From an optimization exercise on the open Yosys and OpenROAD flow, aimed at small area, a short achievable clock period and few clock cycles; shortcuts taken in it are not production practice. The RTL was checked by simulation tests, not by an equivalence proof against the original design. Power and IR drop assume default switching activity.

==> flow/design.v, too long to show whole: its modules and the start of the top module <==
// module rv32i_alu: 39 lines
// module rv32i_register: 19 lines
// module rv32i_csr: 91 lines
// module rv32c_decompress: 372 lines
// module rv32i_core: 344 lines
// module qspi_master: 213 lines
// module mem_ctl: 307 lines
// module cpu_top: 40 lines
module cpu_top (
    input  wire       clk,
    input  wire       rst_n,
    input  wire [1:0] boot_mode,
    output wire       flash_cs_n,
    output wire       ram_cs_n,
    output wire       qspi_sck,
    input  wire [3:0] qspi_io_in,
    output wire [3:0] qspi_io_out,
    output wire [3:0] qspi_io_oe,
    output wire       error_flag
);
  // ...
==> flow/run.sh <==
#!/bin/bash
# synth_recipe.tcl (not shown) runs the flow's synth.tcl, then flattens the netlist and writes it again
# the make line also repeats each setting of config.mk as NAME=value (left out here)
make -C /OpenROAD-flow-scripts/flow DESIGN_CONFIG=/design/flow/config.mk WORK_HOME=/design/flow/orfs CLKGATE_MAP_FILE= SYNTH_SCRIPT=/design/flow/synth_recipe.tcl finish
==> flow/config.mk <==
export PLATFORM = sky130hd
export DESIGN_NAME = cpu_top
export DESIGN_NICKNAME = cpu_top
export VERILOG_FILES = /design/flow/design.v
export SDC_FILE = /design/flow/constraint.sdc
export NUM_CORES = 8
export LEC_CHECK = 0
export CAP_MARGIN = 20
export CORE_MARGIN = 2
export CORE_UTILIZATION = 40
export SLEW_MARGIN = 20
==> flow/constraint.sdc <==
create_clock -name core_clock -period 10.0 [get_ports {clk}]
set_input_delay 2.0000 -clock core_clock [delete_from_list [all_inputs] [get_ports {clk}]]
set_output_delay 2.0000 -clock core_clock [all_outputs]
set_load 0.01 [all_outputs]
==> run summary, run 1 <==
- Peak supply drop: 187 uV
- Met2 WL: 352000 um
- Net Sw Frac: between 20% and 30%
- Post-DRT Antenna Nets: 0
- Critical path class: register to register
- Multi-input combinational cell count: around 10000
- Worst Clk Skew: 0.122 ns
- Multi-input logic area: 73900 um^2
- Count leader, synth: edfxtp_1
- Die Wd: 718 um
- Yosys top cell area share: between 50 and 60%
- Combinational power: between 2 and 2.5 mW
- CTS tree: yes
- Gr ovfl total: 0
- Mapped Cells: 16112
- Min cycle time layout: 7.17 ns
- First-pass GRT wire length: approximately 1100000 um
- Met1 WL: between 300000 and 400000 um
- Post-synth top area cell: edfxtp_1
- CTS Hold Bufs: 0
- Initial antenna violation count: 81
- RSZ-0062 raised after global routing: no
- Main synth FF type: edfxtp_1
- Area grow syn2layout: 12.4%
- Slew Viols, Final: 0
- CP max stage delay: 1.06 ns
- First DRT Iteration DRCs: 27653
- Top Ports: 20
- Grt met3 use: around 9.3%
- Required time of the critical path: roughly 11 ns
- CTS root buf: clkbuf_16
- CP cell instances: nand2_1 -> inv_1 -> nand2_1 -> o31a_1 -> o21ai_4 -> buf_4 -> nand2_1 -> nor2_4 -> buf_4 -> a222oi_1 -> nand3_1 -> o32a_1 -> a22oi_1 -> o21ai_0
- Worst hold path type: register to register
- CTS Buf Count: about 450
- Number of synthesis warnings: 48
- Die area: ~520000 um^2
- Layout Utilization: a little under half
- Cell Area, Synth: 204000 um^2
- Status: timing/DRC/antenna clean
- Core ar.: slightly above 500000 um^2
- Worst path depth: 14
- Total Wirelength: around 830000 um
- Combinational power share: a little over 6%
- Num rows: 262
- Antenna cells: 47
Testbench counts, summed over its fixed seeds: cycles 1,119,047.
==> module rv32i_core, before the edit <==
module rv32i_core (
    input  wire        clk,
    input  wire        rst_n,
    input  wire        mem_init_done,
    output wire [23:0] f_addr,
    input  wire        f_hit_lo,      
    input  wire        f_hit_hi,      
    input  wire [15:0] f_lo,
    input  wire [15:0] f_hi,
    output wire        f_req,         
    output wire [23:0] f_req_addr,
    output wire        d_ld,          
    output wire [24:0] d_addr,        
    input  wire        d_hit,
    input  wire [31:0] d_word,
    input  wire        st_ready,      
    output wire        st_valid,
    output wire        st_take,
    output wire [24:0] st_addr,
    output wire [31:0] st_data,
    output wire [2:0]  st_f3,
    output wire        o_error_flag
);
    localparam OP_R = 7'b0110011, OP_I = 7'b0010011, OP_L = 7'b0000011, OP_S = 7'b0100011,
               OP_B = 7'b1100011, OP_JAL = 7'b1101111, OP_JALR = 7'b1100111,
               OP_LUI = 7'b0110111, OP_AUIPC = 7'b0010111, OP_SYS = 7'b1110011,
               OP_FENCE = 7'b0001111;
    reg  [5:0] clr_cnt;
    wire       clearing = ~clr_cnt[5];
    wire       run = ~clearing & mem_init_done;
    reg [23:0] fpc;
    reg        hb_valid;      
    reg [15:0] hb;
    reg [31:0] ir_raw;
    reg [23:0] ir_pc;
    reg        ir_valid;
    reg        ex_valid;
    reg [31:0] ex_ir;
    reg [23:0] ex_pc;
    reg [31:0] ex_a, ex_b, ex_rs2, ex_tgt;
    reg [24:0] ex_link;
    reg [3:0]  ex_alu_op;
    reg        ex_sub, ex_pred, ex_we;
    reg        ex_isR, ex_isI, ex_isL, ex_isS, ex_isB, ex_isJAL, ex_isJALR, ex_isLUI, ex_isAUIPC;
    reg        ex_csr, ex_ill, ex_ecall, ex_ebreak, ex_mret, ex_misal, ex_ctl;
    reg        e_ld;          
    reg        e_ldw;         
    reg [31:0] ld_word;
    reg [24:0] ld_addr;
    reg [2:0]  ld_f3;
    reg [4:0]  ld_rd;
    reg        ld_is_real;
    reg        ld_ones;       
    reg        error_flag_reg;
    wire [31:0] dec_instr;
    wire        dec_valid;
    rv32c_decompress decomp (.instr_16bit(ir_raw[15:0]), .instr_32bit(dec_instr), .is_valid(dec_valid));
    wire        ir_is16 = ir_raw[1:0] != 2'b11;
    wire        ir_c = ir_is16 & dec_valid;
    wire [31:0] ir = ir_is16 ? (dec_valid ? dec_instr : {16'd0, ir_raw[15:0]}) : ir_raw;
    wire [6:0] opc = ir[6:0];
    wire [2:0] f3  = ir[14:12];
    wire is_R = opc == OP_R, is_I = opc == OP_I, is_L = opc == OP_L, is_S = opc == OP_S,
         is_B = opc == OP_B, is_JAL = opc == OP_JAL, is_JALR = opc == OP_JALR,
         is_LUI = opc == OP_LUI, is_AUIPC = opc == OP_AUIPC, is_SYS = opc == OP_SYS,
         is_FENCE = opc == OP_FENCE;
    wire valid_op = is_R | is_I | is_L | is_S | is_B | is_JAL | is_JALR | is_LUI |
                    is_AUIPC | is_SYS | is_FENCE;
    wire [31:0] imm_i = {{20{ir[31]}}, ir[31:20]};
    wire [31:0] imm_s = {{20{ir[31]}}, ir[31:25], ir[11:7]};
    wire [31:0] imm_b = {{20{ir[31]}}, ir[7], ir[30:25], ir[11:8], 1'b0};
    wire [31:0] imm_u = {ir[31:12], 12'd0};
    wire [31:0] imm_j = {{12{ir[31]}}, ir[19:12], ir[20], ir[30:21], 1'b0};
    wire [31:0] rf1, rf2;
    wire [31:0] wb_data;
    wire        wb_we;
    wire [4:0]  wb_rd;
    wire [1:0] rq  = ir_raw[1:0];
    wire [2:0] rf3 = ir_raw[15:13];
    reg  [4:0] ra1, ra2;
    always @(*) begin
        if (!ir_is16) begin
            ra1 = ir_raw[19:15];
            ra2 = ir_raw[24:20];
        end else begin
            case (rq)
                2'b00: ra1 = (rf3 == 3'b000) ? 5'd2 : {2'b01, ir_raw[9:7]};
                2'b01: ra1 = (rf3 == 3'b000) ? ir_raw[11:7] : (rf3 == 3'b010) ? 5'd0 :
                             (rf3 == 3'b011) ? 5'd2 : {2'b01, ir_raw[9:7]};
                default: ra1 = ((rf3 == 3'b010) || (rf3 == 3'b110)) ? 5'd2 :
                               ((rf3 == 3'b100) && !ir_raw[12] && (ir_raw[6:2] != 5'd0)) ? 5'd0 : ir_raw[11:7];
            endcase
            case (rq)
                2'b00: ra2 = {2'b01, ir_raw[4:2]};
                2'b01: ra2 = (rf3[2:1] == 2'b11) ? 5'd0 : {2'b01, ir_raw[4:2]};
                default: ra2 = ir_raw[6:2];
            endcase
        end
    end
    wire r_cj  = ir_is16 & (rq == 2'b01) & (rf3[1:0] == 2'b01);
    wire r_cb  = ir_is16 & (rq == 2'b01) & (rf3[2:1] == 2'b11);
    wire r_jal = ~ir_is16 & (ir_raw[6:0] == OP_JAL);
    wire r_b   = ~ir_is16 & (ir_raw[6:0] == OP_B);
    wire [31:0] r_imm_cj = {{21{ir_raw[12]}}, ir_raw[8], ir_raw[10:9], ir_raw[6], ir_raw[7], ir_raw[2], ir_raw[11], ir_raw[5:3], 1'b0};
    wire [31:0] r_imm_cb = {{24{ir_raw[12]}}, ir_raw[6:5], ir_raw[2], ir_raw[11:10], ir_raw[4:3], 1'b0};
    wire [31:0] r_imm_j  = {{12{ir_raw[31]}}, ir_raw[19:12], ir_raw[20], ir_raw[30:21], 1'b0};
    wire [31:0] r_imm_b  = {{20{ir_raw[31]}}, ir_raw[7], ir_raw[30:25], ir_raw[11:8], 1'b0};
    wire [31:0] r_imm = ir_is16 ? (rf3[2] & rf3[1] ? r_imm_cb : r_imm_cj) : (ir_raw[2] ? r_imm_j : r_imm_b);
    rv32i_register regfile (
        .clk(clk), .rs1_addr(ra1), .rs2_addr(ra2),
        .rs1_data(rf1), .rs2_data(rf2),
        .rd_addr(wb_rd), .rd_data(wb_data), .rd_we(wb_we)
    );
    wire [4:0]  byp_rd;
    wire        byp_en;
    wire byp1 = byp_en & (byp_rd == ra1) & (ra1 != 5'd0);
    wire byp2 = byp_en & (byp_rd == ra2) & (ra2 != 5'd0);
    wire [31:0] rs1 = byp1 ? wb_data : rf1;
    wire [31:0] rs2 = byp2 ? wb_data : rf2;
    wire [31:0] pc32 = {8'd0, ir_pc};
    wire [31:0] d_a = is_AUIPC ? pc32 : is_LUI ? 32'd0 : rs1;
    wire [31:0] d_b = (is_R | is_B) ? rs2 : is_S ? imm_s : (is_AUIPC | is_LUI) ? imm_u : imm_i;
    wire [3:0]  d_alu_op = is_R ? {ir[30], f3} :
                           is_I ? {(f3 == 3'b101) & ir[30], f3} : 4'b0000;
    wire        d_sub = is_B | ((is_R | is_I) & (f3 == 3'b010 || f3 == 3'b011)) |
                        (is_R & ir[30] & (f3 == 3'b000));
    wire [31:0] d_tgt = pc32 + r_imm;
    wire [24:0] d_link = {1'b0, ir_pc} + (ir_is16 ? 25'd2 : 25'd4);
    wire        d_sys0 = is_SYS & (f3 == 3'b000);
    wire        d_pred = (r_jal | r_cj | (r_b & ir_raw[31]) | (r_cb & ir_raw[12])) & ~ir_pc[0];
    wire        d_ctl  = is_B | is_JAL | is_JALR | d_sys0;
    wire        d_csr  = is_SYS & (f3 != 3'b000);
    wire        d_we   = is_R | is_I | is_LUI | is_AUIPC | is_JAL | is_JALR |
                         (d_csr & (ir[11:7] != 5'd0));
    wire [31:0] alu_res, alu_sum;
    wire        alu_eq, alu_lt, alu_ltu;
    rv32i_alu alu (
        .op(ex_alu_op), .a(ex_a), .b(ex_b), .result(alu_res), .sum(alu_sum),
        .eq(alu_eq), .lt(alu_lt), .ltu(alu_ltu), .sub(ex_sub)
    );
    wire [2:0] e_f3 = ex_ir[14:12];
    reg br_taken;
    always @(*) begin
        case (e_f3)
            3'b000: br_taken = alu_eq;
            3'b001: br_taken = ~alu_eq;
            3'b100: br_taken = alu_lt;
            3'b101: br_taken = ~alu_lt;
            3'b110: br_taken = alu_ltu;
            3'b111: br_taken = ~alu_ltu;
            default: br_taken = 1'b0;
        endcase
    end
    wire [31:0] mem_addr = alu_sum;
    wire ld_misal = ex_isL & (((e_f3 == 3'b010) & (mem_addr[1:0] != 2'b00)) |
                              (((e_f3 == 3'b001) | (e_f3 == 3'b101)) & mem_addr[0]));
    wire st_misal = ex_isS & (((e_f3 == 3'b010) & (mem_addr[1:0] != 2'b00)) |
                              ((e_f3 == 3'b001) & mem_addr[0]));
    wire exc = ex_misal | ld_misal | st_misal | ex_ill | ex_ecall | ex_ebreak;
    wire [3:0] exc_cause = ex_misal ? 4'd0 : ld_misal ? 4'd4 : st_misal ? 4'd6 :
                           ex_ill ? 4'd2 : ex_ecall ? 4'd11 : 4'd3;
    wire [31:0] exc_val = ex_misal ? ((ex_isB & ~br_taken) ? {7'd0, ex_link} : ex_tgt) :
                          ex_ill ? ex_ir : (ld_misal | st_misal) ? mem_addr :
                          ex_ebreak ? {8'd0, ex_pc} : 32'd0;
    wire e_first = ex_valid & ~e_ld & ~e_ldw;
    wire a_flash = mem_addr[31:24] == 8'h00;
    wire a_psram = mem_addr[31:24] == 8'h01;
    wire a_periph = (mem_addr[31:12] >= 20'h40000) & (mem_addr[31:12] <= 20'h40005) & (mem_addr[11:8] == 4'h0);
    wire ld_real = (e_f3 == 3'b000) | (e_f3 == 3'b001) | (e_f3 == 3'b010) | (e_f3 == 3'b100) | (e_f3 == 3'b101);
    wire st_real = ld_real;
    wire st_wait = ex_isS & ~st_ready;
    assign st_valid = e_first & ex_isS & ~exc & st_ready & st_real & a_psram;
    assign st_take  = e_first & ex_isS & st_ready;      
    assign st_addr  = {a_psram, mem_addr[23:0]};
    assign st_data  = ex_rs2;
    assign st_f3    = e_f3;
    wire ld_go   = e_first & ex_isL & ~exc;
    wire trap    = e_first & exc;
    wire do_mret = e_first & ex_mret;
    wire br_fix  = e_first & ~exc & ex_isB & (br_taken != ex_pred);
    wire do_jalr = e_first & ~exc & ex_isJALR;
    wire exc_fast = ex_misal | ex_ill | ex_ecall | ex_ebreak;
    wire e_base_redir = trap | do_mret | do_jalr;
    wire e_isbr = e_first & ~exc_fast & ex_isB;
    wire redir_T = e_base_redir | (e_isbr & ~ex_pred);
    wire redir_N = e_base_redir | (e_isbr & ex_pred);
    wire ld_need = e_ld & ld_is_real;
    assign d_ld   = ld_need;
    assign d_addr = ld_addr;
    wire ld_look = e_ld & (~ld_need | d_hit);
    wire ld_done = e_ldw;
    wire [31:0] wsh = ld_word >> {ld_addr[1:0], 3'b000};
    reg  [31:0] ld_val;
    always @(*) begin
        case (ld_f3)
            3'b000: ld_val = {{24{wsh[7]}}, wsh[7:0]};
            3'b001: ld_val = {{16{wsh[15]}}, wsh[15:0]};
            3'b010: ld_val = wsh;
            3'b100: ld_val = {24'd0, wsh[7:0]};
            3'b101: ld_val = {16'd0, wsh[15:0]};
            default: ld_val = 32'd0;
        endcase
    end
    wire e_done = (e_first & ~exc & ~ex_isL & ~st_wait) | trap | ld_done;
    wire [31:0] csr_rdata;
    wire [23:0] mtvec, mepc;
    rv32i_csr csr_file (
        .clk(clk), .rst_n(rst_n),
        .csr_addr(ex_ir[31:20]), .csr_op(e_f3), .csr_src(ex_a), .csr_zimm(ex_ir[19:15]),
        .csr_we(e_first & ex_csr), .csr_rdata(csr_rdata),
        .trap(trap), .trap_cause(exc_cause), .trap_pc(ex_pc), .trap_val(exc_val),
        .mret(do_mret), .mtvec_out(mtvec), .mepc_out(mepc)
    );
    wire [31:0] e_res = (ex_isR | ex_isI) ? alu_res :
                        (ex_isLUI | ex_isAUIPC) ? alu_sum :
                        (ex_isJAL | ex_isJALR) ? {7'd0, ex_link} : csr_rdata;
    wire e_we = e_first & ~ex_misal & ex_we;       
    assign wb_we   = clearing | e_ldw | e_we;
    assign wb_rd   = clearing ? clr_cnt[4:0] : e_ldw ? ld_rd : ex_ir[11:7];
    assign wb_data = clearing ? 32'd0 : e_ldw ? ld_val : e_res;
    assign byp_rd  = e_ldw ? ld_rd : ex_ir[11:7];
    assign byp_en  = e_ldw | (e_first & ex_we);
    wire [23:0] tgt_base = trap ? mtvec : do_mret ? mepc : {alu_sum[23:1], 1'b0};
    wire [23:0] tgt_T = e_base_redir ? tgt_base : ex_tgt[23:0];
    wire [23:0] tgt_N = e_base_redir ? tgt_base : ex_link[23:0];
    wire ex_free = ~ex_valid | e_done;
    wire d_go    = run & ir_valid & ex_free;
    wire f_is32  = f_lo[1:0] == 2'b11;
    wire f_cross = ~fpc[0] & fpc[1] & (fpc[3:2] == 2'b11);
    reg         f_ok;
    reg         f_hb_load;
    reg  [31:0] f_instr;
    reg  [1:0]  f_adv;       
    always @(*) begin
        f_ok = 1'b0; f_hb_load = 1'b0; f_adv = 2'd1;
        f_instr = {f_hi, f_lo};
        if (hb_valid) begin
            f_ok = f_hit_lo;
            f_instr = {f_lo, hb};
        end else if (!f_is32) begin
            f_ok = f_hit_lo;
        end else if (f_cross) begin
            f_hb_load = f_hit_lo;
        end else begin
            f_ok = f_hit_lo & f_hit_hi;
            f_adv = 2'd2;
        end
    end
    wire [23:0] fpc_p2 = fpc + 24'd2;
    wire [23:0] fpc_p4 = fpc + 24'd4;
    reg [23:0] nfpc [0:1];
    reg        nirv [0:1], nhbv [0:1], nexv [0:1];
    reg        x_redir, x_dadv, x_dred, x_fload;
    reg [23:0] x_tgt;
    integer x;
    always @(*) begin
        for (x = 0; x < 2; x = x + 1) begin
            x_redir = x ? redir_T : redir_N;
            x_tgt   = x ? tgt_T : tgt_N;
            x_dadv  = d_go & ~x_redir;
            x_dred  = x_dadv & d_pred;
            x_fload = run & f_ok & (~ir_valid | x_dadv) & ~x_redir & ~x_dred;
            nexv[x] = x_redir ? 1'b0 : x_dadv ? 1'b1 : e_done ? 1'b0 : ex_valid;
            if (x_redir) begin
                nfpc[x] = x_tgt; nhbv[x] = 1'b0; nirv[x] = 1'b0;
            end else if (x_dred) begin
                nfpc[x] = d_tgt[23:0]; nhbv[x] = 1'b0; nirv[x] = 1'b0;
            end else if (x_fload) begin
                nfpc[x] = f_adv[1] ? fpc_p4 : fpc_p2; nhbv[x] = 1'b0; nirv[x] = 1'b1;
            end else begin
                nirv[x] = x_dadv ? 1'b0 : ir_valid;
                if (f_hb_load & run) begin
                    nfpc[x] = fpc_p2; nhbv[x] = 1'b1;
                end else begin
                    nfpc[x] = fpc; nhbv[x] = hb_valid;
                end
            end
        end
    end
    wire bt = br_taken;
    assign f_addr = fpc;
    assign f_req  = run & ~f_ok & ~f_hb_load & ~(ex_valid & ex_ctl) & ~(ir_valid & d_ctl);
    assign f_req_addr = (f_hit_lo & ~hb_valid) ? {fpc[23:4], fpc[3:2] + 2'd1, 2'b00} : fpc;
    always @(posedge clk or negedge rst_n) begin
        if (!rst_n) begin
            clr_cnt <= 6'd1;
            fpc <= 24'd0;
            hb_valid <= 1'b0;
            ir_valid <= 1'b0;
            ex_valid <= 1'b0;
            e_ld <= 1'b0;
            e_ldw <= 1'b0;
            error_flag_reg <= 1'b0;
        end else begin
            if (clearing) clr_cnt <= clr_cnt + 6'd1;
            if (e_first & ex_ill) error_flag_reg <= 1'b1;
            if (ld_go) e_ld <= 1'b1;
            else if (ld_look) e_ld <= 1'b0;
            e_ldw <= ld_look;
            ex_valid <= bt ? nexv[1] : nexv[0];
            fpc      <= bt ? nfpc[1] : nfpc[0];
            hb_valid <= bt ? nhbv[1] : nhbv[0];
            ir_valid <= bt ? nirv[1] : nirv[0];
        end
    end
    always @(posedge clk) begin
        if (f_ok & (~ir_valid | d_go)) begin
            ir_raw <= f_instr;
            ir_pc <= hb_valid ? fpc - 24'd2 : fpc;
        end
        if (f_hb_load) hb <= f_lo;
        if (d_go) begin
            ex_ir <= ir;
            ex_pc <= ir_pc;
            ex_a <= d_a;
            ex_b <= d_b;
            ex_rs2 <= rs2;
            ex_tgt <= d_tgt;
            ex_link <= d_link;
            ex_alu_op <= d_alu_op;
            ex_sub <= d_sub;
            ex_pred <= d_pred;
            ex_we <= d_we;
            ex_isR <= is_R; ex_isI <= is_I; ex_isL <= is_L; ex_isS <= is_S; ex_isB <= is_B;
            ex_isJAL <= is_JAL; ex_isJALR <= is_JALR; ex_isLUI <= is_LUI; ex_isAUIPC <= is_AUIPC;
            ex_csr <= d_csr;
            ex_ctl <= is_B | is_JALR | d_sys0;
            ex_ill <= ~valid_op;
            ex_ecall <= d_sys0 & (ir[31:20] == 12'h000);
            ex_ebreak <= d_sys0 & (ir[31:20] == 12'h001);
            ex_mret <= d_sys0 & (ir[31:20] == 12'h302);
            ex_misal <= (is_B | is_JAL) & ir_pc[0];
        end
        if (ld_look) ld_word <= ld_need ? d_word : {32{ld_ones}};
        if (ld_go) begin
            ld_addr <= {a_psram, mem_addr[23:0]};
            ld_f3 <= e_f3;
            ld_rd <= ex_ir[11:7];
            ld_is_real <= ld_real & (a_flash | a_psram);
            ld_ones <= ~a_periph;
        end
    end
    assign o_error_flag = error_flag_reg;
endmodule
==> module qspi_master, before the edit <==
module qspi_master (
    input  wire        clk,
    input  wire        rst_n,
    input  wire [1:0]  boot_mode,
    output reg         init_done,
    input  wire        start,         
    input  wire [1:0]  kind,          
    input  wire [23:0] addr,
    input  wire [2:0]  nwords,        
    input  wire [31:0] wdata,         
    input  wire [1:0]  wbytes,        
    output wire        idle,
    output reg         wr_taken,      
    output reg         rd_valid,      
    output wire [31:0] rd_word,       
    output reg  [1:0]  rd_idx,        
    output reg         sck,
    output reg         cs_f,
    output reg         cs_r,
    output reg  [3:0]  io_out,
    output reg  [3:0]  io_oe,
    input  wire [3:0]  io_in
);
    localparam S_RST = 4'd0, S_INITF = 4'd1, S_GAP = 4'd2, S_INITR = 4'd3, S_IDLE = 4'd4,
               S_CMD = 4'd5, S_ADDR = 4'd6, S_DUMMY = 4'd7, S_WR = 4'd8, S_RD = 4'd9,
               S_END = 4'd10;
    reg [3:0]  state;
    reg [4:0]  cnt;
    reg [31:0] osr;
    reg [7:0]  bsr;           
    reg [1:0]  bm;
    reg        flash_cont;
    reg        is_write;
    reg        is_flash;
    reg [31:0] isr;
    reg [2:0]  ncap;          
    reg        s1, s2, s3;
    reg [2:0]  nw;
    assign idle = (state == S_IDLE);
    wire strobe = (state == S_RD) & ~sck;
    wire cap = (bm == 2'd0) ? strobe : (bm == 2'd1) ? s1 : (bm == 2'd2) ? s2 : s3;
    assign rd_word = {isr[7:0], isr[15:8], isr[23:16], isr[31:24]};
    wire [31:0] seq = (kind == 2'd0) ? {addr, 8'hA0} : {(kind == 2'd2) ? 8'h38 : 8'hEB, addr};
    always @(posedge clk or negedge rst_n) begin
        if (!rst_n) begin
            state <= S_RST;
            init_done <= 1'b0;
            cnt <= 5'd0;
            osr <= 32'd0;
            bsr <= 8'd0;
            bm <= 2'd0;
            flash_cont <= 1'b0;
            is_write <= 1'b0;
            is_flash <= 1'b0;
            isr <= 32'd0;
            ncap <= 3'd0;
            s1 <= 1'b0; s2 <= 1'b0; s3 <= 1'b0;
            nw <= 3'd0;
            wr_taken <= 1'b0;
            rd_valid <= 1'b0;
            rd_idx <= 2'd0;
            sck <= 1'b0;
            cs_f <= 1'b1;
            cs_r <= 1'b1;
            io_out <= 4'd0;
            io_oe <= 4'd0;
        end else begin
            s1 <= strobe; s2 <= s1; s3 <= s2;
            wr_taken <= 1'b0;
            rd_valid <= 1'b0;
            if (cap) begin
                isr <= {isr[27:0], io_in};
                ncap <= ncap + 3'd1;
                if (ncap == 3'd7) rd_valid <= 1'b1;
            end
            if (rd_valid) rd_idx <= rd_idx + 2'd1;
            case (state)
                S_RST: begin
                    bm <= boot_mode;
                    cs_f <= 1'b0; sck <= 1'b1; io_out <= 4'h0; io_oe <= 4'hf;
                    cnt <= 5'd7;
                    state <= S_INITF;
                end
                S_INITF, S_INITR: begin
                    sck <= ~sck;
                    if (sck) begin
                        if (cnt == 5'd0) begin
                            cs_f <= 1'b1; cs_r <= 1'b1; io_oe <= 4'h0;
                            state <= (state == S_INITF) ? S_GAP : S_END;
                            cnt <= 5'd0;
                        end else begin
                            cnt <= cnt - 5'd1;
                            io_out <= {4{bsr[7]}};
                            bsr <= {bsr[6:0], 1'b0};
                        end
                    end
                end
                S_GAP: begin
                    cs_r <= 1'b0; sck <= 1'b1; io_out <= 4'h0; io_oe <= 4'hf;    
                    bsr <= 8'h6a;                                              
                    cnt <= 5'd7;
                    state <= S_INITR;
                end
                S_IDLE: begin
                    init_done <= 1'b1;
                    if (start) begin
                        is_write <= (kind == 2'd2);
                        is_flash <= (kind == 2'd0);
                        nw <= nwords;
                        sck <= 1'b1;
                        io_oe <= 4'hf;
                        ncap <= 3'd0;
                        rd_idx <= 2'd0;
                        cnt <= 5'd7;
                        if (kind == 2'd0) cs_f <= 1'b0; else cs_r <= 1'b0;
                        if (kind == 2'd0 && !flash_cont) begin
                            io_out <= 4'h1;             
                            bsr <= 8'hd6;               
                            osr <= seq;
                            state <= S_CMD;
                        end else begin
                            io_out <= seq[31:28];
                            osr <= {seq[27:0], 4'h0};
                            state <= S_ADDR;
                        end
                    end
                end
                S_CMD: begin
                    sck <= ~sck;
                    if (sck) begin
                        if (cnt == 5'd0) begin
                            io_out <= osr[31:28];
                            osr <= {osr[27:0], 4'h0};
                            cnt <= 5'd7;
                            state <= S_ADDR;
                        end else begin
                            cnt <= cnt - 5'd1;
                            io_out <= {3'b000, bsr[7]};
                            bsr <= {bsr[6:0], 1'b0};
                        end
                    end
                end
                S_ADDR: begin
                    sck <= ~sck;
                    if (sck) begin
                        if (cnt == 5'd0) begin
                            if (is_write) begin
                                io_out <= wdata[31:28];
                                osr <= {wdata[27:0], 4'h0};
                                wr_taken <= 1'b1;
                                cnt <= (wbytes == 2'd0) ? 5'd1 : (wbytes == 2'd1) ? 5'd3 : 5'd7;
                                state <= S_WR;
                            end else begin
                                io_oe <= 4'h0;
                                if (is_flash) flash_cont <= 1'b1;
                                cnt <= is_flash ? 5'd3 : 5'd5;
                                state <= S_DUMMY;
                            end
                        end else begin
                            cnt <= cnt - 5'd1;
                            io_out <= osr[31:28];
                            osr <= {osr[27:0], 4'h0};
                        end
                    end
                end
                S_DUMMY: begin
                    sck <= ~sck;
                    if (sck) begin
                        if (cnt == 5'd0) begin
                            cnt <= {nw, 3'b000} - 5'd1;
                            state <= S_RD;
                        end else begin
                            cnt <= cnt - 5'd1;
                        end
                    end
                end
                S_WR: begin
                    sck <= ~sck;
                    if (sck) begin
                        if (cnt == 5'd0) begin
                            cs_r <= 1'b1; io_oe <= 4'h0;
                            cnt <= 5'd0;
                            state <= S_END;
                        end else begin
                            cnt <= cnt - 5'd1;
                            io_out <= osr[31:28];
                            osr <= {osr[27:0], 4'h0};
                        end
                    end
                end
                S_RD: begin
                    sck <= ~sck;
                    if (!sck) begin
                        if (cnt == 5'd0) begin
                            cs_f <= 1'b1; cs_r <= 1'b1;
                            sck <= 1'b0;
                            cnt <= {3'd0, bm};
                            state <= S_END;
                        end else begin
                            cnt <= cnt - 5'd1;
                        end
                    end
                end
                S_END: begin
                    sck <= 1'b0;
                    if (cnt == 5'd0) state <= S_IDLE;
                    else cnt <= cnt - 5'd1;
                end
                default: state <= S_IDLE;
            endcase
        end
    end
endmodule
==> module cpu_top, before the edit <==
module cpu_top (
    input  wire       clk,
    input  wire       rst_n,
    input  wire [1:0] boot_mode,
    output wire       flash_cs_n,
    output wire       ram_cs_n,
    output wire       qspi_sck,
    input  wire [3:0] qspi_io_in,
    output wire [3:0] qspi_io_out,
    output wire [3:0] qspi_io_oe,
    output wire       error_flag
);
    wire        init_done;
    wire [23:0] f_addr, f_req_addr;
    wire        f_hit_lo, f_hit_hi, f_req;
    wire [15:0] f_lo, f_hi;
    wire        d_ld, d_hit, st_ready, st_valid, st_take;
    wire [24:0] d_addr, st_addr;
    wire [31:0] d_word, st_data;
    wire [2:0]  st_f3;
    rv32i_core cpu_core (
        .clk(clk), .rst_n(rst_n), .mem_init_done(init_done),
        .f_addr(f_addr), .f_hit_lo(f_hit_lo), .f_hit_hi(f_hit_hi), .f_lo(f_lo), .f_hi(f_hi),
        .f_req(f_req), .f_req_addr(f_req_addr),
        .d_ld(d_ld), .d_addr(d_addr), .d_hit(d_hit), .d_word(d_word),
        .st_ready(st_ready), .st_valid(st_valid), .st_take(st_take), .st_addr(st_addr), .st_data(st_data),
        .st_f3(st_f3),
        .o_error_flag(error_flag)
    );
    mem_ctl mem_ctrl (
        .clk(clk), .rst_n(rst_n), .boot_mode(boot_mode), .init_done(init_done),
        .f_addr(f_addr), .f_hit_lo(f_hit_lo), .f_hit_hi(f_hit_hi), .f_lo(f_lo), .f_hi(f_hi),
        .f_req(f_req), .f_req_addr(f_req_addr),
        .d_ld(d_ld), .d_addr(d_addr), .d_hit(d_hit), .d_word(d_word),
        .st_ready(st_ready), .st_valid(st_valid), .st_take(st_take), .st_addr(st_addr), .st_data(st_data),
        .st_f3(st_f3),
        .flash_cs_n(flash_cs_n), .ram_cs_n(ram_cs_n), .spi_sclk(qspi_sck),
        .spi_io_in(qspi_io_in), .spi_io_out(qspi_io_out), .spi_io_oe(qspi_io_oe)
    );
endmodule
==> inputs of run 2 (changes only) <==
--- a/flow/design.v
+++ b/flow/design.v
@@ -524,6 +524,7 @@
     input  wire        rst_n,
     input  wire        mem_init_done,
     output wire [23:0] f_addr,
+    output wire [1:0]  f_wl,          
     input  wire        f_hit_lo,      
     input  wire        f_hit_hi,      
     input  wire [15:0] f_lo,
@@ -550,9 +551,11 @@
     wire       clearing = ~clr_cnt[5];
     wire       run = ~clearing & mem_init_done;
     reg [23:0] fpc;
+    reg [1:0]  fwl;           
     reg        hb_valid;      
     reg [15:0] hb;
     reg [31:0] ir_raw;
+    reg [4:0]  ir_ra1, ir_ra2;
     reg [23:0] ir_pc;
     reg        ir_valid;
     reg        ex_valid;
@@ -598,26 +601,7 @@
     wire [4:0]  wb_rd;
     wire [1:0] rq  = ir_raw[1:0];
     wire [2:0] rf3 = ir_raw[15:13];
-    reg  [4:0] ra1, ra2;
-    always @(*) begin
-        if (!ir_is16) begin
-            ra1 = ir_raw[19:15];
-            ra2 = ir_raw[24:20];
-        end else begin
-            case (rq)
-                2'b00: ra1 = (rf3 == 3'b000) ? 5'd2 : {2'b01, ir_raw[9:7]};
-                2'b01: ra1 = (rf3 == 3'b000) ? ir_raw[11:7] : (rf3 == 3'b010) ? 5'd0 :
-                             (rf3 == 3'b011) ? 5'd2 : {2'b01, ir_raw[9:7]};
-                default: ra1 = ((rf3 == 3'b010) || (rf3 == 3'b110)) ? 5'd2 :
-                               ((rf3 == 3'b100) && !ir_raw[12] && (ir_raw[6:2] != 5'd0)) ? 5'd0 : ir_raw[11:7];
-            endcase
-            case (rq)
-                2'b00: ra2 = {2'b01, ir_raw[4:2]};
-                2'b01: ra2 = (rf3[2:1] == 2'b11) ? 5'd0 : {2'b01, ir_raw[4:2]};
-                default: ra2 = ir_raw[6:2];
-            endcase
-        end
-    end
+    wire [4:0] ra1 = ir_ra1, ra2 = ir_ra2;
     wire r_cj  = ir_is16 & (rq == 2'b01) & (rf3[1:0] == 2'b01);
     wire r_cb  = ir_is16 & (rq == 2'b01) & (rf3[2:1] == 2'b11);
     wire r_jal = ~ir_is16 & (ir_raw[6:0] == OP_JAL);
@@ -748,6 +732,30 @@
     wire d_go    = run & ir_valid & ex_free;
     wire f_is32  = f_lo[1:0] == 2'b11;
     wire f_cross = ~fpc[0] & fpc[1] & (fpc[3:2] == 2'b11);
+    wire [15:0] f_first  = hb_valid ? hb : f_lo;
+    wire [15:0] f_second = hb_valid ? f_lo : f_hi;
+    wire        f16 = f_first[1:0] != 2'b11;
+    wire [2:0]  ff3 = f_first[15:13];
+    reg  [4:0]  f_ra1, f_ra2;
+    always @(*) begin
+        if (!f16) begin
+            f_ra1 = {f_second[3:0], f_first[15]};
+            f_ra2 = f_second[8:4];
+        end else begin
+            case (f_first[1:0])
+                2'b00: f_ra1 = (ff3 == 3'b000) ? 5'd2 : {2'b01, f_first[9:7]};
+                2'b01: f_ra1 = (ff3 == 3'b000) ? f_first[11:7] : (ff3 == 3'b010) ? 5'd0 :
+                               (ff3 == 3'b011) ? 5'd2 : {2'b01, f_first[9:7]};
+                default: f_ra1 = ((ff3 == 3'b010) || (ff3 == 3'b110)) ? 5'd2 :
+                                 ((ff3 == 3'b100) && !f_first[12] && (f_first[6:2] != 5'd0)) ? 5'd0 : f_first[11:7];
+            endcase
+            case (f_first[1:0])
+                2'b00: f_ra2 = {2'b01, f_first[4:2]};
+                2'b01: f_ra2 = (ff3[2:1] == 2'b11) ? 5'd0 : {2'b01, f_first[4:2]};
+                default: f_ra2 = f_first[6:2];
+            endcase
+        end
+    end
     reg         f_ok;
     reg         f_hb_load;
     reg  [31:0] f_instr;
@@ -769,7 +777,10 @@
     end
     wire [23:0] fpc_p2 = fpc + 24'd2;
     wire [23:0] fpc_p4 = fpc + 24'd4;
+    wire [1:0]  wl_p2 = fpc_p2[3:2] + {1'b0, fpc_p2[1]};
+    wire [1:0]  wl_p4 = fpc_p4[3:2] + {1'b0, fpc_p4[1]};
     reg [23:0] nfpc [0:1];
+    reg [1:0]  nwl [0:1];
     reg        nirv [0:1], nhbv [0:1], nexv [0:1];
     reg        x_redir, x_dadv, x_dred, x_fload;
     reg [23:0] x_tgt;
@@ -784,28 +795,33 @@
             nexv[x] = x_redir ? 1'b0 : x_dadv ? 1'b1 : e_done ? 1'b0 : ex_valid;
             if (x_redir) begin
                 nfpc[x] = x_tgt; nhbv[x] = 1'b0; nirv[x] = 1'b0;
+                nwl[x] = x_tgt[3:2] + {1'b0, x_tgt[1]};
             end else if (x_dred) begin
                 nfpc[x] = d_tgt[23:0]; nhbv[x] = 1'b0; nirv[x] = 1'b0;
+                nwl[x] = d_tgt[3:2] + {1'b0, d_tgt[1]};
             end else if (x_fload) begin
                 nfpc[x] = f_adv[1] ? fpc_p4 : fpc_p2; nhbv[x] = 1'b0; nirv[x] = 1'b1;
+                nwl[x] = f_adv[1] ? wl_p4 : wl_p2;
             end else begin
                 nirv[x] = x_dadv ? 1'b0 : ir_valid;
                 if (f_hb_load & run) begin
-                    nfpc[x] = fpc_p2; nhbv[x] = 1'b1;
+                    nfpc[x] = fpc_p2; nhbv[x] = 1'b1; nwl[x] = wl_p2;
                 end else begin
-                    nfpc[x] = fpc; nhbv[x] = hb_valid;
+                    nfpc[x] = fpc; nhbv[x] = hb_valid; nwl[x] = fwl;
                 end
             end
         end
     end
     wire bt = br_taken;
     assign f_addr = fpc;
+    assign f_wl = fwl;
     assign f_req  = run & ~f_ok & ~f_hb_load & ~(ex_valid & ex_ctl) & ~(ir_valid & d_ctl);
     assign f_req_addr = (f_hit_lo & ~hb_valid) ? {fpc[23:4], fpc[3:2] + 2'd1, 2'b00} : fpc;
     always @(posedge clk or negedge rst_n) begin
         if (!rst_n) begin
             clr_cnt <= 6'd1;
             fpc <= 24'd0;
+            fwl <= 2'd0;
             hb_valid <= 1'b0;
             ir_valid <= 1'b0;
             ex_valid <= 1'b0;
@@ -820,6 +836,7 @@
             e_ldw <= ld_look;
             ex_valid <= bt ? nexv[1] : nexv[0];
             fpc      <= bt ? nfpc[1] : nfpc[0];
+            fwl      <= bt ? nwl[1] : nwl[0];
             hb_valid <= bt ? nhbv[1] : nhbv[0];
             ir_valid <= bt ? nirv[1] : nirv[0];
         end
@@ -827,6 +844,8 @@
     always @(posedge clk) begin
         if (f_ok & (~ir_valid | d_go)) begin
             ir_raw <= f_instr;
+            ir_ra1 <= f_ra1;
+            ir_ra2 <= f_ra2;
             ir_pc <= hb_valid ? fpc - 24'd2 : fpc;
         end
         if (f_hb_load) hb <= f_lo;
@@ -872,10 +891,10 @@
     input  wire [1:0]  kind,          
     input  wire [23:0] addr,
     input  wire [2:0]  nwords,        
-    input  wire [31:0] wdata,         
-    input  wire [1:0]  wbytes,        
+    input  wire [4:0]  wbytes_m1,     
+    output reg  [4:0]  wnib_idx,      
+    input  wire [3:0]  wnib,          
     output wire        idle,
-    output reg         wr_taken,      
     output reg         rd_valid,      
     output wire [31:0] rd_word,       
     output reg  [1:0]  rd_idx,        
@@ -901,6 +920,7 @@
     reg [2:0]  ncap;          
     reg        s1, s2, s3;
     reg [2:0]  nw;
+    reg [4:0]  nb;
     assign idle = (state == S_IDLE);
     wire strobe = (state == S_RD) & ~sck;
     wire cap = (bm == 2'd0) ? strobe : (bm == 2'd1) ? s1 : (bm == 2'd2) ? s2 : s3;
@@ -921,7 +941,8 @@
             ncap <= 3'd0;
             s1 <= 1'b0; s2 <= 1'b0; s3 <= 1'b0;
             nw <= 3'd0;
-            wr_taken <= 1'b0;
+            nb <= 5'd0;
+            wnib_idx <= 5'd0;
             rd_valid <= 1'b0;
             rd_idx <= 2'd0;
             sck <= 1'b0;
@@ -931,7 +952,6 @@
             io_oe <= 4'd0;
         end else begin
             s1 <= strobe; s2 <= s1; s3 <= s2;
-            wr_taken <= 1'b0;
             rd_valid <= 1'b0;
             if (cap) begin
                 isr <= {isr[27:0], io_in};
@@ -972,6 +992,8 @@
                         is_write <= (kind == 2'd2);
                         is_flash <= (kind == 2'd0);
                         nw <= nwords;
+                        nb <= wbytes_m1;
+                        wnib_idx <= 5'd0;
                         sck <= 1'b1;
                         io_oe <= 4'hf;
                         ncap <= 3'd0;
@@ -1010,10 +1032,9 @@
                     if (sck) begin
                         if (cnt == 5'd0) begin
                             if (is_write) begin
-                                io_out <= wdata[31:28];
-                                osr <= {wdata[27:0], 4'h0};
-                                wr_taken <= 1'b1;
-                                cnt <= (wbytes == 2'd0) ? 5'd1 : (wbytes == 2'd1) ? 5'd3 : 5'd7;
+                                io_out <= wnib;
+                                wnib_idx <= wnib_idx + 5'd1;
+                                cnt <= {nb[3:0], 1'b1};
                                 state <= S_WR;
                             end else begin
                                 io_oe <= 4'h0;
@@ -1048,8 +1069,8 @@
                             state <= S_END;
                         end else begin
                             cnt <= cnt - 5'd1;
-                            io_out <= osr[31:28];
-                            osr <= {osr[27:0], 4'h0};
+                            io_out <= wnib;
+                            wnib_idx <= wnib_idx + 5'd1;
                         end
                     end
                 end
@@ -1087,6 +1108,7 @@
     input  wire [1:0]  boot_mode,
     output wire        init_done,
     input  wire [23:0] f_addr,
+    input  wire [1:0]  f_wl,
     output wire        f_hit_lo,
     output wire        f_hit_hi,
     output wire [15:0] f_lo,
@@ -1127,7 +1149,8 @@
     localparam DTW = 21 - DSL;           
     localparam IL = IC_SETS * IC_WAYS;
     localparam DL = DC_SETS * DC_WAYS;
-    wire        q_idle, q_wr_taken, q_rd_valid;
+    wire        q_idle, q_rd_valid;
+    wire        q_fsel;                  
     wire [31:0] q_rd_word;
     wire [1:0]  q_rd_idx;
     reg         q_start;
@@ -1138,13 +1161,22 @@
     reg  [24:0] wb_addr;
     reg  [31:0] wb_data;
     reg  [2:0]  wb_f3;
-    wire [1:0]  wb_bytes = (wb_f3[1:0] == 2'b00) ? 2'd0 : (wb_f3[1:0] == 2'b01) ? 2'd1 : 2'd2;
+    reg  [1:0]   bv, bc;              
+    reg  [19:0]  bl [0:1];
+    reg  [3:0]   blo [0:1];
+    reg  [3:0]   bhi [0:1];
+    reg  [127:0] bd [0:1];
+    reg          bo;                  
+    reg          bf;                  
+    wire [4:0]   q_wnib_idx;
+    wire [4:0]   fl_pos = {1'b0, blo[bf]} + {1'b0, q_wnib_idx[4:1]};
+    wire [7:0]   fl_byte = bd[bf][fl_pos[3:0]*8 +: 8];
+    wire [3:0]   q_wnib = q_wnib_idx[0] ? fl_byte[3:0] : fl_byte[7:4];
     qspi_master bus (
         .clk(clk), .rst_n(rst_n), .boot_mode(boot_mode), .init_done(init_done),
         .start(q_start), .kind(q_kind), .addr(q_addr), .nwords(q_nwords),
-        .wdata({wb_data[7:0], wb_data[15:8], wb_data[23:16], wb_data[31:24]}),
-        .wbytes(wb_bytes),
-        .idle(q_idle), .wr_taken(q_wr_taken), .rd_valid(q_rd_valid), .rd_word(q_rd_word),
+        .wbytes_m1({1'b0, bhi[q_fsel]} - {1'b0, blo[q_fsel]}), .wnib_idx(q_wnib_idx), .wnib(q_wnib),
+        .idle(q_idle), .rd_valid(q_rd_valid), .rd_word(q_rd_word),
         .rd_idx(q_rd_idx),
         .sck(spi_sclk), .cs_f(flash_cs_n), .cs_r(ram_cs_n), .io_out(spi_io_out),
         .io_oe(spi_io_oe), .io_in(spi_io_in)
@@ -1172,16 +1204,7 @@
         fi_vw = 4'd0; fi_H = 16'd0; fi_L = 16'd0; fi_way = {IWB{1'b0}};
         for (a = 0; a < IC_WAYS; a = a + 1) begin
             fi_tm[a] = (ic_tag[fi_set * IC_WAYS + a] == fi_tag) && (ic_vw[fi_set * IC_WAYS + a] != 4'd0);
-            case ({fi_w, f_addr[1]})
-                3'b000: lsel = ic_data[(fi_set * IC_WAYS + a) * 4 + 0][15:0];
-                3'b001: lsel = ic_data[(fi_set * IC_WAYS + a) * 4 + 1][15:0];
-                3'b010: lsel = ic_data[(fi_set * IC_WAYS + a) * 4 + 1][15:0];
-                3'b011: lsel = ic_data[(fi_set * IC_WAYS + a) * 4 + 2][15:0];
-                3'b100: lsel = ic_data[(fi_set * IC_WAYS + a) * 4 + 2][15:0];
-                3'b101: lsel = ic_data[(fi_set * IC_WAYS + a) * 4 + 3][15:0];
-                3'b110: lsel = ic_data[(fi_set * IC_WAYS + a) * 4 + 3][15:0];
-                default: lsel = ic_data[(fi_set * IC_WAYS + a) * 4 + 0][15:0];
-            endcase
+            lsel = ic_data[(fi_set * IC_WAYS + a) * 4 + f_wl][15:0];
             if (fi_tm[a]) begin
                 fi_vw = fi_vw | ic_vw[fi_set * IC_WAYS + a];
                 fi_H  = fi_H | ic_data[(fi_set * IC_WAYS + a) * 4 + fi_w][31:16];
@@ -1197,8 +1220,7 @@
     wire        u_hit = u_valid & (u_addr == f_addr);
     assign f_hit_lo = f_addr[0] ? u_hit : fi_vw[fi_w];
     assign f_hit_hi = f_addr[0] ? u_hit :
-                      (f_addr[1] ? ((fi_w == 2'd0) ? fi_vw[1] : (fi_w == 2'd1) ? fi_vw[2] : (fi_w == 2'd2) ? fi_vw[3] : 1'b0)
-                                 : fi_vw[fi_w]);
+                      (f_addr[1] ? ((fi_w != 2'd3) & fi_vw[f_wl]) : fi_vw[fi_w]);
     assign f_lo = f_addr[0] ? u_word[15:0]  : f_addr[1] ? fi_H : fi_L;
     assign f_hi = f_addr[0] ? u_word[31:16] : f_addr[1] ? fi_L : fi_H;
     reg [31:0]    dc_data [0:DL*4-1];
@@ -1260,22 +1282,47 @@
     wire ws_write = ~ws_odd_h & ws_any & (ws_vw[ws_w] | ws_sw);
     reg            su_write, su_setvw, su_inval;
     reg  [DWB-1:0] su_way;
-    assign st_ready = ~wb_valid & ~d_busy & ~d_req_q;
+    assign st_ready = ~wb_valid & ~st_upd & ~su_valid & ~d_busy & ~d_req_q;
+    wire [3:0]  s_lo = wb_addr[3:0];
+    wire [4:0]  s_hi5 = {1'b0, wb_addr[3:0]} + ((wb_f3[1:0] == 2'b00) ? 5'd0 : (wb_f3[1:0] == 2'b01) ? 5'd1 : 5'd3);
+    reg         s_cross;                                   
+    reg  [3:0]  s_hi;
+    reg  [15:0] s_be;
+    wire        m_ok = bv[bo] & ~bc[bo] & (bl[bo] == wb_addr[23:4]) & ~s_cross &
+                       ({1'b0, s_lo} <= {1'b0, bhi[bo]} + 5'd1) & ({1'b0, s_hi} + 5'd1 >= {1'b0, blo[bo]});
+    wire        o_free = ~bv[bo];
+    wire        x_free = ~bv[~bo];
+    wire        s_go   = wb_valid & ~st_upd & ~s_cross & (m_ok | o_free | x_free) & ~(q_start & q_is_wr & (q_fsel == bo) & ~o_free);
+    wire        s_goc  = wb_valid & ~st_upd & s_cross & ~bv[0] & ~bv[1];
+    wire [31:0] s_lanes = (wb_f3[1:0] == 2'b10) ? wb_data :
+                          (wb_f3[1:0] == 2'b00) ? {4{wb_data[7:0]}} :
+                          wb_addr[0] ? {wb_data[7:0], wb_data[15:8], wb_data[7:0], wb_data[15:8]} :
+                                       {2{wb_data[15:0]}};
+    wire        s_tb = (m_ok | o_free) ? bo : ~bo;           
+    integer j;
     wire d_miss = d_ld & ~dp_vw[dp_w] & ~su_valid;
     wire [2:0] d_nw = 3'd4 - {1'b0, d_addr[3:2]};
     wire [2:0] i_nw = f_req_addr[0] ? 3'd1 : 3'd4 - {1'b0, f_req_addr[3:2]};
+    reg  wr_act;                                              
+    wire wr_done = wr_act & q_idle;
+    wire [1:0] bve = bv & ~({1'b0, wr_done} << bf);           
+    wire b_old  = bve[~bo];                                   
+    wire b_now  = bve[bo] & (bc[bo] | d_req_q | ~i_req_q);    
+    wire st_pend = wb_valid | bv[0] | bv[1];
+    wire q_is_wr = b_old | b_now;
+    assign q_fsel = b_old ? ~bo : bo;
     always @(*) begin
         q_start = 1'b0; q_kind = 2'd0; q_nwords = i_nw;
         q_addr = f_req_addr[0] ? f_req_addr : {f_req_addr[23:2], 2'b00};
-        if (wb_valid) begin
-            q_kind = 2'd2; q_addr = wb_addr[23:0];
+        if (q_is_wr) begin
+            q_kind = 2'd2; q_addr = {bl[q_fsel], blo[q_fsel]};
         end else if (d_req_q) begin
             q_kind = d_addr[24] ? 2'd1 : 2'd0; q_addr = {d_addr[23:2], 2'b00}; q_nwords = d_nw;
         end
-        if (q_idle & init_done & (wb_valid | d_req_q | i_req_q)) q_start = 1'b1;
+        if (q_idle & init_done & (q_is_wr | (d_req_q & ~st_pend) | (i_req_q & ~d_req_q))) q_start = 1'b1;
     end
-    wire start_d = q_start & ~wb_valid & d_req_q;
-    wire start_i = q_start & ~wb_valid & ~d_req_q;
+    wire start_d = q_start & ~q_is_wr & d_req_q;
+    wire start_i = q_start & ~q_is_wr & ~d_req_q;
     wire [IWB-1:0] i_alloc = fi_any ? fi_way : ic_rr[fi_set];
     wire [DWB-1:0] d_alloc = dp_any ? dp_way : dc_rr[dp_set];
     reg  [lg2(IL)-1:0] ifill_l;
@@ -1289,6 +1336,11 @@
             i_req_q <= 1'b0;
             d_req_q <= 1'b0;
             wb_valid <= 1'b0;
+            bv <= 2'b00;
+            bc <= 2'b00;
+            bo <= 1'b0;
+            bf <= 1'b0;
+            wr_act <= 1'b0;
             st_upd <= 1'b0;
             su_valid <= 1'b0;
             su_write <= 1'b0;
@@ -1311,8 +1363,16 @@
                 su_inval <= ws_odd_h;
                 su_way <= ws_way;
             end
+            if (wr_done) begin
+                bv[bf] <= 1'b0; bc[bf] <= 1'b0; wr_act <= 1'b0;
+            end
             if (q_start) begin
-                if (wb_valid) owner <= O_WB;
+                if (q_is_wr) begin
+                    owner <= O_WB;
+                    bf <= q_fsel;
+                    bc[q_fsel] <= 1'b1;
+                    wr_act <= 1'b1;
+                end
                 else if (d_req_q) owner <= O_D;
                 else begin owner <= O_I; owner_u <= f_req_addr[0]; end
             end
@@ -1331,8 +1391,20 @@
                     ic_rr[fi_set] <= (ic_rr[fi_set] == IC_WAYS - 1) ? {IWB{1'b0}} : ic_rr[fi_set] + 1'b1;
                 end
             end
-            if (q_wr_taken) wb_valid <= 1'b0;
             if (st_valid) wb_valid <= 1'b1;
+            if (s_go) begin
+                wb_valid <= 1'b0;
+                if (m_ok) ;
+                else if (o_free) bv[bo] <= 1'b1;
+                else begin
+                    bc[bo] <= 1'b1; bv[~bo] <= 1'b1; bo <= ~bo;
+                end
+            end
+            if (s_goc) begin
+                wb_valid <= 1'b0;
+                bv <= 2'b11; bc <= 2'b11; bo <= 1'b1;    
+            end
+            if (q_start && q_is_wr && q_fsel == bo) bo <= ~bo;
             if (q_rd_valid && owner == O_I) begin
                 if (owner_u) u_valid <= 1'b1;
                 else ic_vw[ifill_l][ifill_w] <= 1'b1;
@@ -1350,11 +1422,35 @@
     end
     integer b;
     always @(posedge clk) begin
+        if (st_upd) begin
+            s_cross <= s_hi5[4];
+            s_hi <= s_hi5[3:0];
+            for (j = 0; j < 16; j = j + 1)
+                s_be[j] <= (j[3:0] >= s_lo) && (j[4:0] <= s_hi5);
+        end
         if (st_take) begin
             wb_addr <= st_addr;
             wb_data <= st_data;
             wb_f3 <= st_f3;
         end
+        if (s_go) begin
+            if (m_ok) begin
+                if (s_lo < blo[bo]) blo[bo] <= s_lo;
+                if (s_hi > bhi[bo]) bhi[bo] <= s_hi;
+            end else begin
+                bl[s_tb] <= wb_addr[23:4];
+                blo[s_tb] <= s_lo;
+                bhi[s_tb] <= s_hi;
+            end
+            for (j = 0; j < 16; j = j + 1)
+                if (s_be[j]) bd[s_tb][j*8 +: 8] <= s_lanes[(j % 4)*8 +: 8];
+        end
+        if (s_goc) begin
+            bl[0] <= wb_addr[23:4]; blo[0] <= 4'd15; bhi[0] <= 4'd15;
+            bd[0] <= {wb_data[7:0], 120'd0};
+            bl[1] <= wb_addr[23:4] + 20'd1; blo[1] <= 4'd0; bhi[1] <= 4'd0;
+            bd[1] <= {120'd0, wb_data[15:8]};
+        end
         if (start_d) begin
             dfill_l <= dp_set * DC_WAYS + d_alloc;
             dfill_w <= d_addr[3:2];
@@ -1397,6 +1493,7 @@
 );
     wire        init_done;
     wire [23:0] f_addr, f_req_addr;
+    wire [1:0]  f_wl;
     wire        f_hit_lo, f_hit_hi, f_req;
     wire [15:0] f_lo, f_hi;
     wire        d_ld, d_hit, st_ready, st_valid, st_take;
@@ -1405,7 +1502,7 @@
     wire [2:0]  st_f3;
     rv32i_core cpu_core (
         .clk(clk), .rst_n(rst_n), .mem_init_done(init_done),
-        .f_addr(f_addr), .f_hit_lo(f_hit_lo), .f_hit_hi(f_hit_hi), .f_lo(f_lo), .f_hi(f_hi),
+        .f_addr(f_addr), .f_wl(f_wl), .f_hit_lo(f_hit_lo), .f_hit_hi(f_hit_hi), .f_lo(f_lo), .f_hi(f_hi),
         .f_req(f_req), .f_req_addr(f_req_addr),
         .d_ld(d_ld), .d_addr(d_addr), .d_hit(d_hit), .d_word(d_word),
         .st_ready(st_ready), .st_valid(st_valid), .st_take(st_take), .st_addr(st_addr), .st_data(st_data),
@@ -1414,7 +1511,7 @@
     );
     mem_ctl mem_ctrl (
         .clk(clk), .rst_n(rst_n), .boot_mode(boot_mode), .init_done(init_done),
-        .f_addr(f_addr), .f_hit_lo(f_hit_lo), .f_hit_hi(f_hit_hi), .f_lo(f_lo), .f_hi(f_hi),
+        .f_addr(f_addr), .f_wl(f_wl), .f_hit_lo(f_hit_lo), .f_hit_hi(f_hit_hi), .f_lo(f_lo), .f_hi(f_hi),
         .f_req(f_req), .f_req_addr(f_req_addr),
         .d_ld(d_ld), .d_addr(d_addr), .d_hit(d_hit), .d_word(d_word),
         .st_ready(st_ready), .st_valid(st_valid), .st_take(st_take), .st_addr(st_addr), .st_data(st_data),
--- a/flow/config.mk
+++ b/flow/config.mk
@@ -8,4 +8,5 @@
 export CAP_MARGIN = 20
 export CORE_MARGIN = 2
 export CORE_UTILIZATION = 40
+export SETUP_SLACK_MARGIN = 5
 export SLEW_MARGIN = 20
==> run 2 against run 1 <==
Cell count grew 8.9%; synthesized cell count grew 8.3%; wire length increased by 11%; global-route usage increased by 0.53 points; clock power is 11% higher; register-to-register slack better by 2.0 ns; core utilization increased by 0.46 points; fmax is 39% higher; sequential share of layout area decreased by 1.6 points; hold slack is essentially flat; design area grew 9.7%.
==> run summary, run 2 <==
- CTS root buf: clkbuf_16 (unchanged)
- Min cycle time layout: 5.15 ns (was 7.17 ns)
- Top cells by area, synth: edfxtp_1, mux4_2, dfrtp_1 (was edfxtp_1, dfrtp_1, mux4_2)
- Commonest non-fill, non-tap cell in the layout: edfxtp_1 (unchanged)
- H-tree depth: 5 (unchanged)
- Measured slew at the worst slew-check pin: 1.36 ns (was 1.34 ns)
- R2R Setup Slk: 4.85 ns (was 2.83 ns)
- Die area: 560000 um^2 (was 516000 um^2)
- Pleak: 83.3 nW (was 75.3 nW)
- FMAX: 194 MHz (was 140 MHz)
- Cell type of the slowest stage on the worst timing path: mux2i_1 (was nor2_4)
- Psw: 10.2 mW (was 9.53 mW)
- Number of max-cap violations: 0 (unchanged)
- Initial Util: 40.1% (about the same)
- R2R Path End: cpu_core.ex_b[15]$_DFFE_PP_ (was cpu_core.ex_a[1]$_DFFE_PP_)
- Met3 WL: 126000 um (was 110000 um)
- Core ar.: 552000 um^2 (was 508000 um^2)
- Main synth FF type: edfxtp_1 (unchanged)
- Register area share after synthesis: 60.6% (was 61.8%)
- Worst slew margin: 8.72% (was 9.62%)
- Required time of the critical path: 10.71 ns (was 10.80 ns)
- Worst Clk Skew: 0.167 ns (was 0.122 ns)
- CTS Buffer Depth: 4 (unchanged)
- Post-synthesis async set-or-reset flop share: 9.11% (was 9.48%)
- R2r startpoint: cpu_core.e_ldw$_DFF_PN0_ (was cpu_core.ir_raw[1]$_DFFE_PP_)
- Post-synth EDFFs: 3948 (was 3861)
- Highest Signal Layer: met5 (unchanged)
- Top Registers: mem_ctrl.dc_data: 1024 flops, mem_ctrl.ic_data: 1024 flops, cpu_core.regfile.regs: 992 flops (unchanged)
- Post-synth top area cell: edfxtp_1 (unchanged)
- DRC Markers: 0 (unchanged)
- Num rows: 273 (was 262)
- Die Wd: 749 um (was 718 um)
- Gr ovfl total: 0 (unchanged)
- Critical path class: register to register (unchanged)
- Top Ports: 20 (unchanged)
- Most frequent cells in the layout: edfxtp_1, nand2_1, nor2_1, o21ai_0, a21oi_1 (was edfxtp_1, nand2_1, o21ai_0)
- Post-DP HPWL: 583000 um (was 536000 um)
- Peak supply drop: 194 uV (was 187 uV)
- GRT Resource Usage Total: 31.7% (was 31.1%)
- Synth cell types: 116 (was 112)
- First DRT Iteration DRCs: 29242 (was 27653)
- Synthesized net count: 17641 (was 16278)
- PortBufs: 19 (unchanged)
- Post-DR wirelength/cell: 36.7 um (was 36.1 um)
- Layout cell share with drive strength beyond 1: 17.6% (was 15.2%)
- CTS tree: yes (unchanged)
- Reg2Reg Depth: 10 (was 14)
- Largest net degree at the start of global routing: 145 (was 165)
- Yosys top cell area share: 53.5% (was 56.8%)
- Drt first pass iters: 11 (was 13)
- Synth cell count leaders: edfxtp_1, nand2_1, nor2_1 (unchanged)
- Dpl cell area: 232000 um^2 (was 214000 um^2)
- Post-DRT Antenna Nets: 0 (unchanged)
- Worst hold path type: register to register (unchanged)
- Clk pwr share: 43.1% (was 42.1%)
- Clock-pin slew on the worst setup and hold paths: 0.06 ns (about the same)
- Met1 WL: 348000 um (was 312000 um)
- CTS Hold Bufs: 0 (unchanged)
- Die Y: 749 um (was 718 um)
- FF+latch count, synth: 4630 (was 4270)
- CP cell instances: buf_4 -> mux2i_1 -> xnor2_1 -> nor3_1 -> and2_2 -> buf_4 -> or3_1 -> o41ai_1 -> buf_4 -> o21a_1 (was nand2_1 -> inv_1 -> nand2_1 -> o31a_1 -> o21ai_4 -> buf_4 -> nand2_1 -> nor2_4 -> buf_4 -> a222oi_1 -> nand3_1 -> o32a_1 -> a22oi_1 -> o21ai_0)
- Initial antenna violation count: 83 (was 81)
- Pwr dens: 173 nW/um^2 (was 176 nW/um^2)
- CP max stage delay: 0.90 ns (was 1.06 ns)
- Area grow syn2layout: 13.5% (was 12.4%)
- CTS Buf Count: 482 (was 447)
- Total Wirelength: 922000 um (was 833000 um)
- RSZ-0062 raised after global routing: yes (was no)
- Nets: 17587 (was 16107)
- Via count: 167634 (was 153117)
- Global placement routability congestion: 1.03 (was 1.05)
- Crit share post-route: 51.5% (was 71.7%)
- Design Area, Final: 252000 um^2 (was 229000 um^2)
- Net Sw Frac: 23.3% (was 23.6%)
- Number of synthesis warnings: 49 (was 48)
- Critical path capture point type: register (unchanged)
- Mapped Cells: 17445 (was 16112)
- Crit path DAT: 5.87 ns (was 7.96 ns)
- Count leader, synth: edfxtp_1 (unchanged)
- Total Power: 43.6 mW (was 40.4 mW)
- Setup tns final: 0 ns (unchanged)
- Slew Viols, Final: 0 (unchanged)
- Sequential share of power: 51.0% (was 51.8%)
- Most used cell, CP: buf_4 (was nand2_1)
- Critical Path End: cpu_core.ex_b[15]$_DFFE_PP_ (was cpu_core.ex_a[1]$_DFFE_PP_)
- Met2 WL: 386000 um (was 352000 um)
- First-pass GRT wire length: 1260000 um (was 1150000 um)
- Status: timing/DRC/antenna clean (unchanged)
- Crit path launch type: register (unchanged)
- Hold Fails Final Rpt: 0 (unchanged)
- Int Pwr: 33.4 mW (was 30.8 mW)
- Combinational power share: 5.9% (was 6.1%)
- Final setup fails: 0 (unchanged)
- Via/cell ratio: 6.66 (was 6.63)
- Cell Area, Synth: 222000 um^2 (was 204000 um^2)
- Worst setup startpoint: cpu_core.e_ldw$_DFF_PN0_ (was cpu_core.ir_raw[1]$_DFFE_PP_)
- Worst-Skew Late Latency: 1.14 ns (was 1.09 ns)
- Critical-path maximum fanout: 55 (was 30)
- Number of global-route vias before repair: 155574 (was 142236)
- Clk sinks: 4630 (was 4270)
- Syn Area/Cell: 12.7 um^2 (about the same)
==> run 2: cell count changes after synthesis, sizes merged, moves of 47 or more <==
| cell | before | now |
|---|---|---|
| nor3 | 163 | 211 |
| mux2i | 412 | 354 |
| xor2 | 280 | 368 |
| dfxtp | 4 | 260 |
| edfxtp | 3861 | 3948 |
| nor2 | 1227 | 1306 |
| a22o | 247 | 353 |
| nand3 | 205 | 300 |
| a31oi | 56 | 103 |
| mux4 | 390 | 618 |
| a211oi | 110 | 288 |
| clkbuf | 982 | 1037 |
==> run 2: how the worst min path moves through the flow <==
stage                     cells after the start  slack, ns                      start                   endpoint
after floorplan                               0       0.35  mem_ctrl.bus.s1$_DFF_PN0_  mem_ctrl.bus.s2$_DFF_PN0_
after global placement                        0       0.35  mem_ctrl.bus.s1$_DFF_PN0_  mem_ctrl.bus.s2$_DFF_PN0_
after detailed placement                      0       0.36  mem_ctrl.bus.s2$_DFF_PN0_  mem_ctrl.bus.s3$_DFF_PN0_
after CTS                                     0       0.38  mem_ctrl.bus.s2$_DFF_PN0_  mem_ctrl.bus.s3$_DFF_PN0_
after global routing                          0       0.40  mem_ctrl.bus.s1$_DFF_PN0_  mem_ctrl.bus.s2$_DFF_PN0_
final                                         0       0.37  mem_ctrl.bus.s2$_DFF_PN0_  mem_ctrl.bus.s3$_DFF_PN0_
==> run 2: kinds of logic (layout without fill, tap and decap cells) <==
group | count (synthesis) | count (layout) | synth area share [%]
XOR/XNOR | 798 | 798 | 3.16
AND/OR/NAND/NOR | 4371 | 4379 | 8.92
buffers and inverters | 1582 | 1946 | 2.80
AO/OA/AOI/OAI | 4526 | 4526 | 13.7
multiplexers | 1349 | 1349 | 9.79
other | 0 | 57 | 0
flip-flops | 4630 | 4630 | 60.6
adder cells (fa/ha/maj) | 189 | 189 | 1.09
==> run 2: layout make-up <==
type,count,area (um^2)
fillers,49032,301000
flip-flops and latches,4630,134000
multi-input cells,11241,83900
clock buffers,609,13000
well taps,7287,9120
repair buffers,792,6740
clock inverters,301,3400
inverters,242,932
diodes,57,143
repair inverters,2,15.0
==> run 2: power groups by stage <==
stage                     logic, mW  registers (mW)  clock network (mW)
after floorplan                1.65            22.5                   0
after global placement         2.41            22.6                   0
after detailed placement       2.53            22.6                   0
after CTS                      2.54            22.2                18.8
after global routing           2.88            22.2                19.6
final                          2.59            22.2                18.8
==> run 2: metal layers <==
metal | GRT usage (%) | up-vias
li1 | - | 67743
met1 | 42.8 | 83610
met2 | 45.8 | 13283
met3 | 9.87 | 2934
met4 | 16.2 | 64
met5 | 0.399 | -
==> run 2: stage by stage <==
stage          utilization, %  setup WS [ns]  hold WS, ns  instances
2_1_floorplan               -           2.84        0.349      17445
6_report                 45.6           4.85        0.375      25161
3_5_place_dp             42.1           3.75        0.364      24058
5_1_grt                  45.5           4.79        0.396      25112
3_3_place_gp             42.1           3.80        0.350      24057
4_1_cts                  45.3           5.00        0.377      25017
==> run 2: critical path: cells and delay by family (launching register included) <==
kind,cells,cell delay (ns)
flip-flops,1,0.32
multiplexers,1,0.90
AO/OA/AOI/OAI,2,0.42
XOR/XNOR,1,0.15
AND/OR/NAND/NOR,3,1.42
buffers and inverters,3,1.43
==> run 2: what timing repair did <==
item | in CTS | in global routing
endpoints found under the hold margin | 0 | 0
gates cloned | 6 | 9
resized for setup | 155 | 160
endpoints found under the setup margin | 1109 | 1325
pin swaps | 22 | 24
setup buffers | 43 | 64
Testbench counts of run 2, summed over its fixed seeds: cycles 1,004,204.

-- what the ideal ports hide --
Ports are ideal in the flow. The routed layouts listed here were re-timed in OpenROAD. Step 1 assumes that a clkbuf_16 drives the clock port and a buf_2 every other input. Step 2, shift: input delay + t, output delay - t, t = (earliest + latest rising clock arrival at the registers) / 2. This alone moves slack from input paths to output paths. Slacks: ideal ports / drivers / drivers and shift; pairs: ideal ports / drivers.
| run | t, ns | slack for setup (ns) | worst setup path after step 2 | worst register clock-pin slew, ns | worst slew at a driven data input, ns |
|---|---|---|---|---|---|
| run 1 | 1.138 | 2.835 / 2.835 / 2.835 | register to register | 0.08 / 0.08 | 0.09 |
| run 2 | 1.172 | 4.846 / 4.846 / 4.846 | register to register | 0.07 / 0.07 | 0.06 |
After both steps every run listed still meets setup and hold.
